Source: an optimization exercise on an open RTL-to-GDS flow (aim: small area). Production flows keep margins and buffers that such runs may drop. Function was checked by simulation only, so behaviour that the tests miss may differ from the original. Power is estimated from default activity; no workload was simulated.

===== design.v =====
module VGADriver(clk, rst, S0, S1, S2, S3, S4, S5, S6, S7, R, G, B, hsync, vsync, Ready, Visible, SnakeRed, SnakeGreen, SnakeBlue, ACTIVE);
input clk;
input rst;
input ACTIVE;
input S0, S1, S2, S3, S4, S5, S6, S7;
input[3:0] SnakeRed;
input[3:0] SnakeGreen;
input[3:0] SnakeBlue;
output reg[3:0] R;
output reg[3:0] G;
output reg[3:0] B;
output reg Ready;
output hsync;
output vsync;
output Visible;
reg hsync;
reg vsync;
reg [9:0] hcount;
reg [9:0] vcount;
reg Visible;
reg color;
reg [3:0] Rvariable;
reg [3:0] Gvariable;
reg [3:0] Bvariable;
always @(posedge clk)
begin
if (rst == 1)
begin
hcount = 10'd0;
vcount = 10'd0;
R = 4'd8;
G = 4'd0;
B = 4'd0;
hsync = 1'd1;
vsync = 1'd1;
Ready = 1'd0;
Visible <= 1'd0;
end
else
begin
if (S0 == 1)
begin
Rvariable = 4'd0;
Gvariable = 4'd0;
Bvariable = 4'd0;
end
else if (S1 == 1)
begin
Rvariable = 4'd15;
Gvariable = 4'd0;
Bvariable = 4'd15;
end
else if (S2 == 1)
begin
Rvariable = 4'd0;
Gvariable = 4'd6;
Bvariable = 4'd0;
end
else if (S3 == 1)
begin
Rvariable = 4'd0;
Gvariable = 4'd0;
Bvariable = 4'd10;
end
else if (S4 == 1)
begin
Rvariable = 4'd8;
Gvariable = 4'd0;
Bvariable = 4'd0;
end
else if (S5 == 1)
begin
Rvariable = 4'd15;
Gvariable = 4'd10;
Bvariable = 4'd0;
end
else if (S6 == 1)
begin
Rvariable = 4'd15;
Gvariable = 4'd15;
Bvariable = 4'd0;
end
else if (S7 == 1)
begin
Rvariable = 4'd15;
Gvariable = 4'd15;
Bvariable = 4'd15;
end
else 
begin
if (ACTIVE == 1)
begin
Rvariable = SnakeRed;
Gvariable = SnakeGreen;
Bvariable = SnakeBlue;
end
else
begin
Rvariable = 4'd0;
Gvariable = 4'd0;
Bvariable = 4'd0;
end
end
if (hcount == 10'd799)
begin
	hcount = 10'd0;		 
	if (vcount == 10'd524)
	begin
		vcount = 10'd0;
		Ready = 1;
	end
	else begin
		vcount = vcount + 1;
		Ready = 0;
	end
end
else 
begin
	hcount = hcount + 1;	
	Ready = 0;
	end
if ((hcount > 10'd639) || (vcount > 10'd479))
begin
	Visible <= 0;
	R = 4'd0;
	G = 4'd0;
	B = 4'd0;
end
else begin
	Visible <= 1;
	R = Rvariable;
	G = Gvariable;
	B = Bvariable;
end
if ((hcount>10'd658)&&(hcount<10'd756))
begin
	hsync = 1'd0;
end
else begin
	hsync = 1'd1;
end
if ((vcount>10'd492)&&(vcount<10'd495))
begin
	vsync = 1'd0;
end
else begin
	vsync = 1'd1;
end
end
end
endmodule 
module DisplayDriver(
    input      CLK,
    input      RST,
    input      TRANSMIT,
    input[9:0] SnakeX,
    input[9:0] SnakeY,
    input[3:0] SnakeSize,
    input[1:0] SnakeDir,
    output reg[3:0]     DATA_R,
    output reg[3:0]     DATA_B,
    output reg[3:0]     DATA_G
    );
    localparam  WIDTH_PIXEL_SIZE    = 10'd10,
                LENGTH_PIXEL_SIZE   = 10'd50,
                LEFT                = 2'b10,
                RIGHT               = 2'b00,
                UP                  = 2'b11,
                DOWN                = 2'b01,
                BG_RED              = 4'b0000,
                BG_BLUE             = 4'b1111,
                BG_GREEN            = 4'b0000,
                SNAKE_RED           = 4'b1111,
                SNAKE_BLUE          = 4'b0000,
                SNAKE_GREEN         = 4'b0000;
    reg[9:0] hcount;      
    reg[9:0] vcount;      
    reg[9:0] CORNER_1_X;
    reg[9:0] CORNER_1_Y;
    reg[9:0] CORNER_2_X;
    reg[9:0] CORNER_2_Y;
    reg[9:0] CORNER_3_X;
    reg[9:0] CORNER_3_Y;
    reg[9:0] CORNER_4_X;
    reg[9:0] CORNER_4_Y;
    always @ (SnakeDir or SnakeX or SnakeY)
    begin
        if (SnakeDir == DOWN)  
        begin
            CORNER_1_X = SnakeX + 10'd5;
            CORNER_1_Y = SnakeY;
            CORNER_2_X = SnakeX - 10'd5;
            CORNER_2_Y = SnakeY;
            CORNER_3_X = SnakeX + 10'd5;
            CORNER_3_Y = SnakeY - (LENGTH_PIXEL_SIZE / 10'd2);
            CORNER_4_X = SnakeX - 10'd5;
            CORNER_4_Y = SnakeY - (LENGTH_PIXEL_SIZE / 10'd2);
        end 
        else if (SnakeDir == UP)
        begin
            CORNER_1_X = SnakeX + 10'd5;
            CORNER_1_Y = SnakeY;
            CORNER_2_X = SnakeX - 10'd5;
            CORNER_2_Y = SnakeY;
            CORNER_3_X = SnakeX + 10'd5;
            CORNER_3_Y = SnakeY + (LENGTH_PIXEL_SIZE / 10'd2);
            CORNER_4_X = SnakeX - 10'd5;
            CORNER_4_Y = SnakeY + (LENGTH_PIXEL_SIZE / 10'd2);
        end
        else if (SnakeDir == RIGHT)
        begin
            CORNER_1_X = SnakeX;
            CORNER_1_Y = SnakeY - 10'd5;
            CORNER_2_X = SnakeX;
            CORNER_2_Y = SnakeY + 10'd5;
            CORNER_3_X = SnakeX - (LENGTH_PIXEL_SIZE/10'd2);
            CORNER_3_Y = SnakeY - 10'd5;
            CORNER_4_X = SnakeX - (LENGTH_PIXEL_SIZE/10'd2);
            CORNER_4_Y = SnakeY + 10'd5;
        end
        else  
        begin
            CORNER_1_X = SnakeX;
            CORNER_1_Y = SnakeY - 10'd5;
            CORNER_2_X = SnakeX;
            CORNER_2_Y = SnakeY + 10'd5;
            CORNER_3_X = SnakeX + (LENGTH_PIXEL_SIZE/10'd2);
            CORNER_3_Y = SnakeY - 10'd5;
            CORNER_4_X = SnakeX + (LENGTH_PIXEL_SIZE/10'd2);
            CORNER_4_Y = SnakeY + 10'd5;
        end
    end
    always @ (posedge CLK)
    begin
        if (RST == 1'b1)
        begin
            hcount = 10'd0;
            vcount = 10'd0;
            DATA_R <= 4'b0000;
            DATA_B <= 4'b0000;
            DATA_G <= 4'b0000;
        end
        else
        begin
        if (TRANSMIT == 1'b1)
        begin
            if (hcount == 10'd639)
            begin
                hcount = 10'd0;         
                if (vcount == 10'd479)
                begin
                    vcount = 10'd0;
                end
                else 
                begin
                    vcount = vcount + 1;
                end
            end
            else 
            begin
                hcount = hcount + 1;    
            end
        end
        case(SnakeDir)
            2'b00:  
            begin
                if ((hcount < CORNER_1_X && vcount > CORNER_1_Y) && (hcount < CORNER_2_X && vcount < CORNER_2_Y) && (hcount > CORNER_3_X && vcount > CORNER_3_Y) && (hcount > CORNER_4_X && vcount < CORNER_4_Y))
                begin
                    DATA_R <= SNAKE_RED;
                    DATA_B <= SNAKE_BLUE;
                    DATA_G <= SNAKE_GREEN;
                end 
                else
                begin
                    DATA_R <= 4'b0000;
                    DATA_B <= 4'b0000;
                    DATA_G <= 4'b0000;
                end
             end
             2'b01:  
             begin
                if ((hcount < CORNER_1_X && vcount < CORNER_1_Y) && (hcount > CORNER_2_X && vcount < CORNER_2_Y) && (hcount < CORNER_3_X && vcount > CORNER_3_Y) && (hcount > CORNER_4_X && vcount > CORNER_4_Y))
                begin
                    DATA_R <= SNAKE_RED;
                    DATA_B <= SNAKE_BLUE;
                    DATA_G <= SNAKE_GREEN;
                end
                else
                begin
                    DATA_R <= 4'b0000;
                    DATA_B <= 4'b0000;
                    DATA_G <= 4'b0000;
                end
             end
             2'b10:  
             begin
                if ((hcount > CORNER_1_X && vcount > CORNER_1_Y) && (hcount > CORNER_2_X && vcount < CORNER_2_Y) && (hcount < CORNER_3_X && vcount > CORNER_3_Y) && (hcount < CORNER_4_X && vcount < CORNER_4_Y))
                begin
                    DATA_R <= SNAKE_RED;
                    DATA_B <= SNAKE_BLUE;
                    DATA_G <= SNAKE_GREEN;
                end 
                else
                begin
                    DATA_R <= 4'b0000;
                    DATA_B <= 4'b0000;
                    DATA_G <= 4'b0000;
                end 
             end
             2'b11:  
             begin
                if ((hcount < CORNER_1_X && vcount > CORNER_1_Y) && (hcount > CORNER_2_X && vcount > CORNER_2_Y) && (hcount < CORNER_3_X && vcount < CORNER_3_Y) && (hcount > CORNER_4_X && vcount < CORNER_4_Y))
                begin
                    DATA_R <= SNAKE_RED;
                    DATA_B <= SNAKE_BLUE;
                    DATA_G <= SNAKE_GREEN;
                end
                else
                begin
                    DATA_R <= 4'b0000;
                    DATA_B <= 4'b0000;
                    DATA_G <= 4'b0000;
                end              
             end
             default:
             begin
                    DATA_R <= 4'b0000;
                    DATA_B <= 4'b0000;
                    DATA_G <= 4'b0000;
             end
        endcase
        end
    end
endmodule
module snake_vga(
    input        clk,
    input        rst,
    input        S0,
    input        S1,
    input        S2,
    input        S3,
    input        S4,
    input        S5,
    input        S6,
    input        S7,
    input  [9:0] XPOS,
    input  [9:0] YPOS,
    input  [1:0] SNDIR,
    output [3:0] R_VAL,
    output [3:0] G_VAL,
    output [3:0] B_VAL,
    output       hSYNC,
    output       vSYNC
    );
    wire       RDY;
    wire       VISIBLE;
    wire [3:0] SnakeRed;
    wire [3:0] SnakeBlue;
    wire [3:0] SnakeGreen;
    wire       ACTIVE = 1'd1;
    DisplayDriver DDriver(clk, rst, VISIBLE, XPOS, YPOS, 4'd0, SNDIR, SnakeRed, SnakeBlue, SnakeGreen);
    VGADriver     MonitorDriver(clk, rst, S0, S1, S2, S3, S4, S5, S6, S7, R_VAL, G_VAL, B_VAL, hSYNC, vSYNC,
                                RDY, VISIBLE, SnakeRed, SnakeGreen, SnakeBlue, ACTIVE);
endmodule

===== run.sh =====
#!/bin/bash
# synth_recipe.tcl (not shown) runs the flow's synth.tcl, then flattens the netlist and writes it again
# the make line also repeats each setting of config.mk as NAME=value (left out here)
make -C /OpenROAD-flow-scripts/flow DESIGN_CONFIG=/design/flow/config.mk WORK_HOME=/design/flow/orfs CLKGATE_MAP_FILE= SYNTH_SCRIPT=/design/flow/synth_recipe.tcl finish

===== config.mk =====
export PLATFORM = sky130hd
export DESIGN_NAME = snake_vga
export DESIGN_NICKNAME = snake_vga
export VERILOG_FILES = /design/flow/design.v
export SDC_FILE = /design/flow/constraint.sdc
export NUM_CORES = 4
export LEC_CHECK = 0
export CAP_MARGIN = 20
export CORE_MARGIN = 2
export CORE_UTILIZATION = 40
export SLEW_MARGIN = 20

===== constraint.sdc =====
create_clock -name core_clock -period 10.0 [get_ports {clk}]
set_input_delay 2.0000 -clock core_clock [delete_from_list [all_inputs] [get_ports {clk}]]
set_output_delay 2.0000 -clock core_clock [all_outputs]
set_load 0.01 [all_outputs]

==> notes.md <==
-- metal layers --
metal	vias up	GRT usage
met4	0	0.0483
met3	17	0.0177
met5	-	0
li1	3114	-
met1	2650	0.262
met2	100	0.276
-- sequential cells by signal, summed over array words and instances (netlist names) --
| signal | cells |
|---|---|
| DDriver.DATA_R | 1 |
| MonitorDriver.R | 2 |
| MonitorDriver.Visible | 1 |
| MonitorDriver.vcount | 10 |
| DDriver.hcount | 10 |
| DDriver.vcount | 10 |
| MonitorDriver.G | 4 |
| MonitorDriver.hcount | 10 |
| MonitorDriver.hsync | 1 |
| MonitorDriver.vsync | 1 |
| MonitorDriver.B | 2 |
-- worst paths after layout --
| path | start | slack (ns) | end | depth (start not counted) |
|---|---|---|---|---|
| setup / recovery | SNDIR[0] | 3.61 | DDriver.DATA_R[2] | 18 |
| hold reg to reg | MonitorDriver.hcount[0] | 0.55 | MonitorDriver.hcount[0] | 1 |
| hold / removal | MonitorDriver.hcount[0] | 0.55 | MonitorDriver.hcount[0] | 1 |
| setup reg to reg | DDriver.hcount[0] | 5.41 | DDriver.DATA_R[2] | 14 |
-- stage by stage --
step	setup slack (ns)	instances	hold WS (ns)
CTS	3.63	1092	0.562
floorplan	4.20	868	0.499
global placement	3.41	1084	0.530
global route	3.18	1092	0.600
detailed placement	3.32	1084	0.555
finish	3.61	1092	0.546
-- synthesized netlist by cell type (all sizes together), types with 2 or more instances --
cell / count
dfxtp: 52
a21boi: 6
a21o: 15
and3: 10
buf: 18
and2: 8
nand4: 28
a211oi: 6
a22oi: 5
mux2: 3
o211ai: 7
nand4b: 2
and4: 5
nand2: 67
nor3b: 3
o22ai: 2
a2111oi: 2
inv: 25
xnor2: 65
nand2b: 10
xor2: 40
nor2b: 24
and3b: 2
mux2i: 2
a221oi: 3
a21oi: 58
nor2: 83
o31ai: 5
nor3: 37
or3: 8
nor4b: 3
ha: 95
nand3b: 4
a31oi: 4
nor4: 16
nand3: 31
o21a: 5
or2: 10
clkbuf: 31
o21bai: 4
o21ai: 47
-- power groups by stage --
stage	registers, mW	clock network, mW	logic, mW
3_5_place_dp	0.218	0	0.202
2_1_floorplan	0.218	0	0.146
3_3_place_gp	0.218	0	0.202
5_1_grt	0.214	0.209	0.231
6_report	0.213	0.196	0.205
4_1_cts	0.213	0.202	0.204
-- kinds of logic (layout without fill, tap and decap cells) --
group | count (synthesis) | in the layout
AO/OA/AOI/OAI | 183 | 183
XOR/XNOR | 105 | 105
adder cells (fa/ha/maj) | 96 | 96
multiplexers | 5 | 5
flip-flops | 52 | 52
AND/OR/NAND/NOR | 353 | 353
buffers and inverters | 74 | 82
-- final cells by class --
cell class                 instances  area [µm²]
fill                            1686        8680
multi-input combinational        742        5150
sequential                        52        1040
timing repair buffer              49         480
tap                              216         270
clock buffer                       5         125
inverter                          25        93.8
clock inverter                     3        42.5
==> reports/metrics.cfg <==
[detailed_routing]
wl_met2_mm = 6.59
drt.antenna.violating_nets = 0
route.vias.total = 5881
wl_per_cell_um = 14.1
vias_per_cell = 5.39
drt-met1-wl_mm = 8.09
first_pass_iters = 5
highest_layer = met4
routed-wl-met3_um = 445
drtIter0Drc = 292
routed_wl_mm = 15.4
drc = 0

[worst_setup_path]
path_buf_inv = 3
critical_path_required_ns = 10.19
crit_chain = clkdlybuf4s50_1 -> inv_1 -> ha_1 -> inv_1 -> ha_1 -> nand2_1 -> a21oi_1 -> nor4_1 -> o32a_1 -> a211o_1 -> a21boi_0 -> ha_1 -> and3_1 -> nand4_1 -> o211ai_1 -> or3_1 -> a2bb2o_1 -> a22o_1
cp-start-kind = primary input
crit_type = in2reg
crit_path_max_fanout = 23
arrival_ns = 6.58
max_stage_delay_ns = 0.67
cpMostUsedCell = ha_1
crit_family = compound AO/OA/AOI/OAI gates
cp_slowest_cell = ha_1
endpoint_kind = flip-flop

[global_route]
grt_max_degree = 40
grt_usage = 0.178
grt_pass1_vias = 5429
grt-ovfl-total = 0
grt_pass1_wl_mm = 26.0
antenna_found_initial = 0

[logic_synthesis]
synth_xor_area_frac = 0.142
yosysTopAreaCellShare = 0.183
synth-seq-area-share = 0.160
synth_cells = 868
yosysTopAreaCell = ha_1
syn_nets = 995
avgSynthCellArea_um2 = 7.48
yosys.area_share.adder = 0.185
synth-simple-area-share = 0.283
synth_area_um2 = 6490
synth_seq_cells = 52
yosysWarnings = 2
synth_edf_count = 0
synth_compound_area_frac = 0.175
async_flop_share = 0
synth_area_leaders = ha_1 18%, dfxtp_1 16%, xnor2_1 8.8%, xor2_1 5.4%, nor2_1 4.8%
ys_types = 65
synthMuxAreaShare = 0.00829
synth_top_family_by_area = simple AND/OR/NAND/NOR gates
ys.flop_type = dfxtp_1

[power_and_ir_drop]
leakage_nw = 2.88
clkPwrFrac = 0.320
p_total_mw = 0.614
p_per_area_nw_per_um2 = 85.3
vdd_drop_max_v = 0.0000617
p_sw_mw = 0.200
swShare = 0.326
internal_power_mw = 0.414
seqPwrFrac = 0.347
comb_power_share = 0.333

[cells_and_area]
layout_commonest_cell = ha_1
final_nets = 1002
final_util = 0.453
drive_gt1_frac = 0.0365
final_area_um2 = 7200
final_cell_mix = 95 x ha_1, 82 x nor2_1, 67 x nand2_1
diodes = 0
area_growth_pct = 10.9

[sta]
tns_ns = 0
fin_crit_ns = 6.39
fmax_mhz = 156
fin_crit_sh = 0.639
setup_violations = 0
maxSlewHeadroom = 0.492
fin_worst_skew_ns = 0.00842
hold_viol_final = 0
worst_pin_slew_ns = 0.743
report.final.slew_viol_count = 0
rsz0062_at_grt = no

[status]
status = complete, no violations

[clock_network]
clkLatencyLatePin_ns = 0.30
htreeDepth = 2
cts_tree = yes
ctsResizeCount = 0
postCtsSetupBuffers = 0
hold_buffers = 0
cts_made_buffers = 5
clock-sinks = 52
root_buffer = clkbuf_16
cts_buffer_depth = 2
clkSlewWorstSetupHoldPaths_ns = 0.07

[floorplan]
rows = 46
die_w_um = 131
core-area_um2 = 15900
boundaryPins = 46
start_util = 0.409
die_area_um2 = 17300
die_y_um = 131

[placed_design]
place_area_um2 = 7030
gp_congestion = 0.920
dpl.hpwl_mm = 12.3
io_buffers = 45

[worst_hold_path]
min-delay-path-class = reg2reg

[job]
maxCapViolCount = 0

-- afterwards: timing with drivers on the ports --
How much do the figures lean on ideal ports? The routed layout below was timed once more, with nothing changed but the port constraints. Step 1, drivers: a clkbuf_16 drives clk and a buf_2 each remaining input, both assumed. Step 2 moves the port delays by t, midway between the first and last clock arrival at a register: inputs arrive t later, outputs are due t later. That takes back most of the time a late clock gives input paths. Slacks: ideal / step 1 / step 2; pairs: ideal / step 1.
shift t [ns]: 0.331
slack for setup (ns): 3.610 / 3.624 / 3.293
worst setup path at the end: input to register
clock arrival spread, ns: 0.008 / 0.008
cell pins on the clock port's net: 1
After both steps this run still meets setup and hold. For this run, drivers alone change the setup slack by +0.014 ns; drivers and shift together by -0.317 ns.
